Context: an optimization exercise on an open-source flow, tuned for small area, a short achievable clock period and few clock cycles per item. The choices shown serve that exercise and are no tape-out recipe. The RTL of this run was laid out without a check of its function. No activity file was given, so power comes from the tool's default toggle rates.

<file path="flow/run.sh">
#!/bin/bash
# The standard layout, with the smallest buffer on each port instead of the
# delay cell buffer_ports picks by default.
set -euo pipefail
export BUFFER_PORTS_ARGS="-buffer_cell sky130_fd_sc_hd__buf_1"
bash standard.sh finish > standard.log 2>&1
</file>
<file path="config.mk">
export PLATFORM = sky130hd
export DESIGN_NAME = mod
export DESIGN_NICKNAME = mod
export VERILOG_FILES = /design/flow/design.v
export SDC_FILE = /design/flow/constraint.sdc
export NUM_CORES = 4
export LEC_CHECK = 0
export CAP_MARGIN = 20
export CORE_MARGIN = 2
export CORE_UTILIZATION = 40
export CTS_BUF_LIST = sky130_fd_sc_hd__clkbuf_8
export SETUP_SLACK_MARGIN = 1.2
export SLEW_MARGIN = 20
export TNS_END_PERCENT = 0
</file>
<file path="standard.sh">
#!/bin/bash
# synth_recipe.tcl (not shown) runs the flow's synth.tcl, then flattens the netlist and writes it again
# the make line also repeats each setting of config.mk as NAME=value (left out here)
make -C /OpenROAD-flow-scripts/flow DESIGN_CONFIG=/design/flow/config.mk WORK_HOME=/design/flow/orfs CLKGATE_MAP_FILE= SYNTH_SCRIPT=/design/flow/synth_recipe.tcl "${@:-finish}"
</file>
<file path="constraint.sdc">
create_clock -name core_clock -period 4.5 [get_ports {clk}]
set_input_delay 0.9000 -clock core_clock [delete_from_list [all_inputs] [get_ports {clk}]]
set_output_delay 0.9000 -clock core_clock [all_outputs]
set_load 0.01 [all_outputs]
</file>
<file path="design.v">
module mod_cu (
	input clk,
	input reset,
	input fit1,
	input fit3,
	input last,
	output reg busy,
	output reg p1
);
always @(posedge clk) begin
	if (reset) begin
		busy <= 1'b1;
		p1 <= 1'b1;
	end else if (busy) begin
		if (!(p1 & fit1)) begin
			p1 <= 1'b0;
			if (last)
				busy <= 1'b0;
		end
	end
end
endmodule
module mod_dp (
	input clk,
	input reset,
	input [31:0] A,
	input [31:0] B,
	input busy,
	input p1,
	output fit1,
	output fit3,
	output last,
	output [31:0] R
);
	reg [31:0] r, d;
	reg [4:0] cnt;
	wire [7:0] gq, gs;
	wire [31:0] s;
	genvar i;
	generate
		for (i = 0; i < 8; i = i + 1) begin : g_q
			assign gq[i] = |A[4*i+3:4*i];
			if (i == 7) begin : g_top
				assign gs[i] = 1'b0;
			end else begin : g_low
				assign gs[i] = |gq[7:i+1];
			end
		end
		for (i = 0; i < 32; i = i + 1) begin : g_s
			assign s[i] = |A[4*(i/4)+3:i] | gs[i/4];
		end
	endgenerate
	reg f1, f3;
	wire b1 = ~B[31] & ~|(B[30:0] & ~s[31:1]);
	wire b3 = ~|B[31:29] & ~|(B[28:0] & ~s[31:3]);
	wire d2 = ~|d[31:30] & ~|(d[29:0] & ~s[31:2]);
	wire d4 = ~|d[31:28] & ~|(d[27:0] & ~s[31:4]);
	wire d6 = ~|d[31:26] & ~|(d[25:0] & ~s[31:6]);
	assign fit1 = f1;
	assign fit3 = f3;
	assign last = (cnt == 5'd0);
	wire [31:0] diff;
	wire ge;
	mod_sub_sk sub(.x(r), .y(d), .d(diff), .ge(ge));
	wire sh3 = p1 & fit3;
	wire sh1 = p1 & fit1;
	wire sel_b = reset;
	wire sel_3 = ~reset & sh3;
	wire sel_1 = ~reset & sh1 & ~fit3;
	wire sel_r = ~reset & ~sh1;
	always @(posedge clk) begin
		f3 <= (sel_b & b3) | (sel_3 & d6) | (sel_1 & d4);
		f1 <= (sel_b & b1) | (sel_3 & d4) | (sel_1 & d2);
		d <= ({32{sel_b}} & B)
		   | ({32{sel_3}} & {d[28:0], 3'b000})
		   | ({32{sel_1}} & {d[30:0], 1'b0})
		   | ({32{sel_r}} & {1'b0, d[31:1]});
		cnt <= ({5{sel_3}} & (cnt + 5'd3))
		     | ({5{sel_1}} & (cnt + 5'd1))
		     | ({5{sel_r}} & (cnt - 5'd1));
	end
	always @(posedge clk) begin
		if (reset)
			r <= A;
		else if (busy & ~sh1 & ge)
			r <= diff;
	end
	assign R = r;
endmodule
module mod_sub_sk (
	input [31:0] x,
	input [31:0] y,
	output [31:0] d,
	output ge
);
	wire [31:0] p0 = x ^ ~y;
	wire [31:0] g0 = x & ~y;
	wire c0_g = g0[0] | p0[0];
	wire s0_g1 = g0[1] | (p0[1] & c0_g);
	wire s0_p1 = p0[1] & p0[0];
	wire s0_g3 = g0[3] | (p0[3] & g0[2]);
	wire s0_p3 = p0[3] & p0[2];
	wire s0_g5 = g0[5] | (p0[5] & g0[4]);
	wire s0_p5 = p0[5] & p0[4];
	wire s0_g7 = g0[7] | (p0[7] & g0[6]);
	wire s0_p7 = p0[7] & p0[6];
	wire s0_g9 = g0[9] | (p0[9] & g0[8]);
	wire s0_p9 = p0[9] & p0[8];
	wire s0_g11 = g0[11] | (p0[11] & g0[10]);
	wire s0_p11 = p0[11] & p0[10];
	wire s0_g13 = g0[13] | (p0[13] & g0[12]);
	wire s0_p13 = p0[13] & p0[12];
	wire s0_g15 = g0[15] | (p0[15] & g0[14]);
	wire s0_p15 = p0[15] & p0[14];
	wire s0_g17 = g0[17] | (p0[17] & g0[16]);
	wire s0_p17 = p0[17] & p0[16];
	wire s0_g19 = g0[19] | (p0[19] & g0[18]);
	wire s0_p19 = p0[19] & p0[18];
	wire s0_g21 = g0[21] | (p0[21] & g0[20]);
	wire s0_p21 = p0[21] & p0[20];
	wire s0_g23 = g0[23] | (p0[23] & g0[22]);
	wire s0_p23 = p0[23] & p0[22];
	wire s0_g25 = g0[25] | (p0[25] & g0[24]);
	wire s0_p25 = p0[25] & p0[24];
	wire s0_g27 = g0[27] | (p0[27] & g0[26]);
	wire s0_p27 = p0[27] & p0[26];
	wire s0_g29 = g0[29] | (p0[29] & g0[28]);
	wire s0_p29 = p0[29] & p0[28];
	wire s0_g31 = g0[31] | (p0[31] & g0[30]);
	wire s0_p31 = p0[31] & p0[30];
	wire s1_g2 = g0[2] | (p0[2] & s0_g1);
	wire s1_p2 = p0[2] & s0_p1;
	wire s1_g3 = s0_g3 | (s0_p3 & s0_g1);
	wire s1_p3 = s0_p3 & s0_p1;
	wire s1_g6 = g0[6] | (p0[6] & s0_g5);
	wire s1_p6 = p0[6] & s0_p5;
	wire s1_g7 = s0_g7 | (s0_p7 & s0_g5);
	wire s1_p7 = s0_p7 & s0_p5;
	wire s1_g10 = g0[10] | (p0[10] & s0_g9);
	wire s1_p10 = p0[10] & s0_p9;
	wire s1_g11 = s0_g11 | (s0_p11 & s0_g9);
	wire s1_p11 = s0_p11 & s0_p9;
	wire s1_g14 = g0[14] | (p0[14] & s0_g13);
	wire s1_p14 = p0[14] & s0_p13;
	wire s1_g15 = s0_g15 | (s0_p15 & s0_g13);
	wire s1_p15 = s0_p15 & s0_p13;
	wire s1_g18 = g0[18] | (p0[18] & s0_g17);
	wire s1_p18 = p0[18] & s0_p17;
	wire s1_g19 = s0_g19 | (s0_p19 & s0_g17);
	wire s1_p19 = s0_p19 & s0_p17;
	wire s1_g22 = g0[22] | (p0[22] & s0_g21);
	wire s1_p22 = p0[22] & s0_p21;
	wire s1_g23 = s0_g23 | (s0_p23 & s0_g21);
	wire s1_p23 = s0_p23 & s0_p21;
	wire s1_g26 = g0[26] | (p0[26] & s0_g25);
	wire s1_p26 = p0[26] & s0_p25;
	wire s1_g27 = s0_g27 | (s0_p27 & s0_g25);
	wire s1_p27 = s0_p27 & s0_p25;
	wire s1_g30 = g0[30] | (p0[30] & s0_g29);
	wire s1_p30 = p0[30] & s0_p29;
	wire s1_g31 = s0_g31 | (s0_p31 & s0_g29);
	wire s1_p31 = s0_p31 & s0_p29;
	wire s2_g4 = g0[4] | (p0[4] & s1_g3);
	wire s2_p4 = p0[4] & s1_p3;
	wire s2_g5 = s0_g5 | (s0_p5 & s1_g3);
	wire s2_p5 = s0_p5 & s1_p3;
	wire s2_g6 = s1_g6 | (s1_p6 & s1_g3);
	wire s2_p6 = s1_p6 & s1_p3;
	wire s2_g7 = s1_g7 | (s1_p7 & s1_g3);
	wire s2_p7 = s1_p7 & s1_p3;
	wire s2_g12 = g0[12] | (p0[12] & s1_g11);
	wire s2_p12 = p0[12] & s1_p11;
	wire s2_g13 = s0_g13 | (s0_p13 & s1_g11);
	wire s2_p13 = s0_p13 & s1_p11;
	wire s2_g14 = s1_g14 | (s1_p14 & s1_g11);
	wire s2_p14 = s1_p14 & s1_p11;
	wire s2_g15 = s1_g15 | (s1_p15 & s1_g11);
	wire s2_p15 = s1_p15 & s1_p11;
	wire s2_g20 = g0[20] | (p0[20] & s1_g19);
	wire s2_p20 = p0[20] & s1_p19;
	wire s2_g21 = s0_g21 | (s0_p21 & s1_g19);
	wire s2_p21 = s0_p21 & s1_p19;
	wire s2_g22 = s1_g22 | (s1_p22 & s1_g19);
	wire s2_p22 = s1_p22 & s1_p19;
	wire s2_g23 = s1_g23 | (s1_p23 & s1_g19);
	wire s2_p23 = s1_p23 & s1_p19;
	wire s2_g28 = g0[28] | (p0[28] & s1_g27);
	wire s2_p28 = p0[28] & s1_p27;
	wire s2_g29 = s0_g29 | (s0_p29 & s1_g27);
	wire s2_p29 = s0_p29 & s1_p27;
	wire s2_g30 = s1_g30 | (s1_p30 & s1_g27);
	wire s2_p30 = s1_p30 & s1_p27;
	wire s2_g31 = s1_g31 | (s1_p31 & s1_g27);
	wire s2_p31 = s1_p31 & s1_p27;
	wire s3_g8 = g0[8] | (p0[8] & s2_g7);
	wire s3_p8 = p0[8] & s2_p7;
	wire s3_g9 = s0_g9 | (s0_p9 & s2_g7);
	wire s3_p9 = s0_p9 & s2_p7;
	wire s3_g10 = s1_g10 | (s1_p10 & s2_g7);
	wire s3_p10 = s1_p10 & s2_p7;
	wire s3_g11 = s1_g11 | (s1_p11 & s2_g7);
	wire s3_p11 = s1_p11 & s2_p7;
	wire s3_g12 = s2_g12 | (s2_p12 & s2_g7);
	wire s3_p12 = s2_p12 & s2_p7;
	wire s3_g13 = s2_g13 | (s2_p13 & s2_g7);
	wire s3_p13 = s2_p13 & s2_p7;
	wire s3_g14 = s2_g14 | (s2_p14 & s2_g7);
	wire s3_p14 = s2_p14 & s2_p7;
	wire s3_g15 = s2_g15 | (s2_p15 & s2_g7);
	wire s3_p15 = s2_p15 & s2_p7;
	wire s3_g24 = g0[24] | (p0[24] & s2_g23);
	wire s3_p24 = p0[24] & s2_p23;
	wire s3_g25 = s0_g25 | (s0_p25 & s2_g23);
	wire s3_p25 = s0_p25 & s2_p23;
	wire s3_g26 = s1_g26 | (s1_p26 & s2_g23);
	wire s3_p26 = s1_p26 & s2_p23;
	wire s3_g27 = s1_g27 | (s1_p27 & s2_g23);
	wire s3_p27 = s1_p27 & s2_p23;
	wire s3_g28 = s2_g28 | (s2_p28 & s2_g23);
	wire s3_p28 = s2_p28 & s2_p23;
	wire s3_g29 = s2_g29 | (s2_p29 & s2_g23);
	wire s3_p29 = s2_p29 & s2_p23;
	wire s3_g30 = s2_g30 | (s2_p30 & s2_g23);
	wire s3_p30 = s2_p30 & s2_p23;
	wire s3_g31 = s2_g31 | (s2_p31 & s2_g23);
	wire s3_p31 = s2_p31 & s2_p23;
	wire s4_g16 = g0[16] | (p0[16] & s3_g15);
	wire s4_p16 = p0[16] & s3_p15;
	wire s4_g17 = s0_g17 | (s0_p17 & s3_g15);
	wire s4_p17 = s0_p17 & s3_p15;
	wire s4_g18 = s1_g18 | (s1_p18 & s3_g15);
	wire s4_p18 = s1_p18 & s3_p15;
	wire s4_g19 = s1_g19 | (s1_p19 & s3_g15);
	wire s4_p19 = s1_p19 & s3_p15;
	wire s4_g20 = s2_g20 | (s2_p20 & s3_g15);
	wire s4_p20 = s2_p20 & s3_p15;
	wire s4_g21 = s2_g21 | (s2_p21 & s3_g15);
	wire s4_p21 = s2_p21 & s3_p15;
	wire s4_g22 = s2_g22 | (s2_p22 & s3_g15);
	wire s4_p22 = s2_p22 & s3_p15;
	wire s4_g23 = s2_g23 | (s2_p23 & s3_g15);
	wire s4_p23 = s2_p23 & s3_p15;
	wire s4_g24 = s3_g24 | (s3_p24 & s3_g15);
	wire s4_p24 = s3_p24 & s3_p15;
	wire s4_g25 = s3_g25 | (s3_p25 & s3_g15);
	wire s4_p25 = s3_p25 & s3_p15;
	wire s4_g26 = s3_g26 | (s3_p26 & s3_g15);
	wire s4_p26 = s3_p26 & s3_p15;
	wire s4_g27 = s3_g27 | (s3_p27 & s3_g15);
	wire s4_p27 = s3_p27 & s3_p15;
	wire s4_g28 = s3_g28 | (s3_p28 & s3_g15);
	wire s4_p28 = s3_p28 & s3_p15;
	wire s4_g29 = s3_g29 | (s3_p29 & s3_g15);
	wire s4_p29 = s3_p29 & s3_p15;
	wire s4_g30 = s3_g30 | (s3_p30 & s3_g15);
	wire s4_p30 = s3_p30 & s3_p15;
	wire s4_g31 = s3_g31 | (s3_p31 & s3_g15);
	wire s4_p31 = s3_p31 & s3_p15;
	wire [31:0] gc = {s4_g31, s4_g30, s4_g29, s4_g28, s4_g27, s4_g26, s4_g25, s4_g24, s4_g23, s4_g22, s4_g21, s4_g20, s4_g19, s4_g18, s4_g17, s4_g16, s3_g15, s3_g14, s3_g13, s3_g12, s3_g11, s3_g10, s3_g9, s3_g8, s2_g7, s2_g6, s2_g5, s2_g4, s1_g3, s1_g2, s0_g1, c0_g};
	assign d = p0 ^ {gc[30:0], 1'b1};
	assign ge = gc[31];
endmodule
module mod(
	input [31:0] A,
	input [31:0] B,
	input clk,
	input reset,
	output [31:0] Result,
	output done
);
	wire busy, p1, fit1, fit3, ge, last;
	mod_cu io(.clk(clk), .reset(reset), .fit1(fit1), .fit3(fit3), .last(last),
	          .busy(busy), .p1(p1));
	mod_dp i1(.clk(clk), .reset(reset), .A(A), .B(B), .busy(busy), .p1(p1),
	          .fit1(fit1), .fit3(fit3), .last(last), .R(Result));
	assign done = ~busy;
endmodule
</file>
==> flow_summary_export.csv <==
group,metric,value,unit
global_route,grtUsageTotal,23.7,%
global_route,grt_start_max_net_pins,72,
global_route,antenna_found_initial,0,
drt,drt_iter0_markers,605,
setup_path,cp_slowest_cell,"a21boi_2",
yosys,synth.area.top_cells,"edfxtp_1, dfxtp_1, o21ai_0",
yosys,syn_area,0.00578,mm^2
sta,slew_headroom,38.6,%
clock_network,cts_setup_buffers,0,
pwr,p_leak,2.63,nW
sta,hold_viol_final,0,
die,die_h,124,um
final_layout,drive_gt1_share,5.89,%
place,io_buffers,98,
place,gp_congestion,0.860,
setup_path,cp_data_required_time,4.62,ns
sta,setup_viol,0,
place,place_ws,1.16,ns
setup_path,end_kind,"flop",
hold_path,worstHoldStart,"i1.cnt[4]",
yosys,synth_top_family_by_area,"compound AO/OA/AOI/OAI gates",
yosys,synth_cells,726,
place,dp_hpwl,13200,um
yosys,async_flop_share,0,%
yosys,muxShareOfSynthArea,0.953,%
setup_path,cp_data_arrival_time,3.27,ns
yosys,synth.net_count,831,
flow_run,maxCapViolCount,0,
hold_path,hold_class,"reg2reg",
clock_network,cts-root-buf,"clkbuf_8",
status,status,"no timing/DRC/antenna violations",
clock_network,clockBufferDepth,2,
die,die-area,0.0154,mm^2
sta,fmax,318,MHz
setup_path,crit_type,"reg2reg",
sta,drv_slew,0,
drt,vias,5857,
drt,drt-total-wl,17700,um
clock_network,clkSinkCount,73,
setup_path,cp_slowest_stage_delay,0.40,ns
yosys,yosysTopAreaCell,"edfxtp_1",
sta,fin_worst_skew,0.0144,ns
yosys,ys_ff_latch,73,
setup_path,setup.worst_path.start_class,"flop",
sta,worst_slew_pin_slew,0.920,ns
die,ios,99,
sta,rsz0062_at_grt,"no",
sta,worst_slack,1.35,ns
final_layout,layout.nets,915,
final_layout,fillers,1427,
pwr,powerDensity,569,mW/mm^2
drt,route.detailed.drc,0,
final_layout,mostFrequentLayoutCells,"nand2_1, buf_1, o21ai_0",
yosys,synth_top_area_share,16.6,%
yosys,synth_compound_gate_area_share,29.8,%
yosys,post_synth.cell_area_avg,7.96,um^2
sta,fin_tns_setup,0,ns
yosys,synth-edff-count,32,
drt,antenna_left,0,
die,core_area,0.0140,mm^2
drt,wl_per_cell,17.8,um
global_route,grt_pass1_vias,5667,
drt,avgViaCountPerCell,5.89,
yosys,synth-warning-count,2,
setup_path,crit_start,"i1.d[0]",
pwr,ir_worst_vdd,0.278,mV
yosys,synthFlopType,"dfxtp_1",
setup_path,timing.rr.start,"i1.d[0]",
final_layout,n_antenna_cell,0,
global_route,grt_pass1_wl,28600,um
clock_network,cts_tree,"built",
yosys,synthDistinctLibCells,73,
die,rows,43,
die,start_util,41.3,%
yosys,synth_xor_area_share,3.18,%
setup_path,crit_chain,"ha_1 -> fa_1 -> nand2b_1 -> a21o_1 -> a211oi_2 -> o2111ai_1 -> a21boi_2 -> o21ai_0 -> mux2i_1 -> nand2_1",
yosys,synth_adder_area_share,9.27,%
yosys,yosys.area_share.simple,19.4,%
clock_network,cts_buffers,9,
clock_network,cts_max_level,3,
clock_network,ctsHoldBuffers,0,
setup_path,reg2reg_depth,10,
final_layout,final_common_cell,"nand2_1",
clock_network,clk_pin_slew,0.08,ns
hold_path,worstHoldPathCells,1,
final_layout,area_delta_synth_final,13.4,%
global_route,overflow,0,
die,die_x,124,um
clock_network,clock_latency,0.37,ns
drt,drt_first_pass_iters,6,
yosys,ys_seq_area_share,30.8,%
sta,fin_crit,3.15,ns
setup_path,worstPathMaxFanout,7,
sta,period_share,69.9,%
[cells by family after synthesis]
family,Yosys count
compound gates,268
buf+inv,94
flops,73
fa+ha+maj,40
simple gates,225
mux,5
xor+xnor,21
[synthesized netlist by cell type (all sizes together) (12+ instances only)]
| library cell | n |
|---|---|
| o21ai | 90 |
| xnor2 | 13 |
| dfxtp | 41 |
| ha | 34 |
| nor2 | 46 |
| nor4 | 12 |
| edfxtp | 32 |
| a221o | 29 |
| a21o | 13 |
| clkbuf | 23 |
| a21oi | 70 |
| nand2 | 100 |
| inv | 63 |
| nor3 | 13 |
[routing by layer]
metal / up-vias / routed length, um / GRT usage, %
li1: 2847 / - / -
met1: 2766 / 8020 / 31.8
met2: 225 / 8180 / 38.8
met5: - / 0 / 0
met3: 19 / 1200 / 4.99
met4: 0 / 284 / 6.11
[final cells by class]
class,instances,area [um^2],share of cell area (%)
clock buffers,10,138,2.10
clock inverters,6,105,1.60
inverters,63,236,3.61
multi-input cells,559,3650,55.7
flip-flops and latches,73,1780,27.2
well taps,180,225,3.44
repair buffers,104,417,6.36
[worst max-delay path: cells and delay by family, from the launching register on]
family / cells / cell delay, ns
AO/OA/AOI/OAI: 5 / 1.49
adder cells (fa/ha/maj): 2 / 0.59
flip-flops: 1 / 0.37
multiplexers: 1 / 0.20
AND/OR/NAND/NOR: 2 / 0.26
[worst paths after layout]
path          endpoint  slack [ns]
max           i1.r[26]        1.35
min          i1.cnt[4]        0.48
max reg2reg   i1.r[26]        1.35
min reg2reg  i1.cnt[4]        0.48
[state kept, by name, indices dropped and copies added, names as in the netlist]
signal,count
i1.d,32
io.p1,1
i1.r,32
i1.f1,1
i1.cnt,5
i1.f3,1
io.busy,1
[through the flow]
| step | hold slack (ns) | std cells | util [%] | total power [W] | instance area (um^2) |
|---|---|---|---|---|---|
| finish | 0.481 | 995 | 46.8 | 0.00372 | 6550 |
| global route | 0.499 | 995 | 46.8 | 0.00404 | 6550 |
| CTS | 0.484 | 995 | 46.8 | 0.00373 | 6540 |
| detailed placement | 0.468 | 979 | 45.0 | 0.00306 | 6300 |
| global placement | 0.452 | 979 | 45.0 | 0.00301 | 6300 |
| floorplan | 0.434 | 726 | - | 0.00254 | 5790 |
[where the power goes]
part	switching, W	total (W)	leakage (nW)	internal (W)
clock	0.000266	0.000647	0.128	0.000381
combinational	0.00107	0.00188	1.83	0.000801
sequential	0.000207	0.00120	0.671	0.000994
total	0.00155	0.00372	2.63	0.00218
[repair_timing]
item,4_1_cts,5_1_grt
setup endpoints to repair,35,33
pin swaps,0,0
resized for setup,1,1

==> re-timing with driven ports <==
Ports are ideal in the flow. The routed layout listed here was re-timed in OpenROAD.
Step 1 assumes that a clkbuf_16 drives the clock port and a buf_2 every other input.
Step 2 adds t to the input delays and takes it off the output delays; t is the mean of the earliest and latest rising clock arrival at the registers after step 1. Input paths then give back, and output paths get back, about the clock's delay inside the block.
a / b / c = no drivers / after step 1 / after step 2; a / b = the first two.
t, ns: 0.402
slack for setup (ns): 1.354 / 1.354 / 1.144
latest minus earliest clock arrival (ns): 0.014 / 0.015
slew at the worst register clock pin (ns): 0.09 / 0.09
worst data-port slew with drivers (ns): 0.03
After both steps this run still meets setup and hold. The setup slack of this run moves by 0.000 ns with the drivers and by -0.210 ns with both steps.
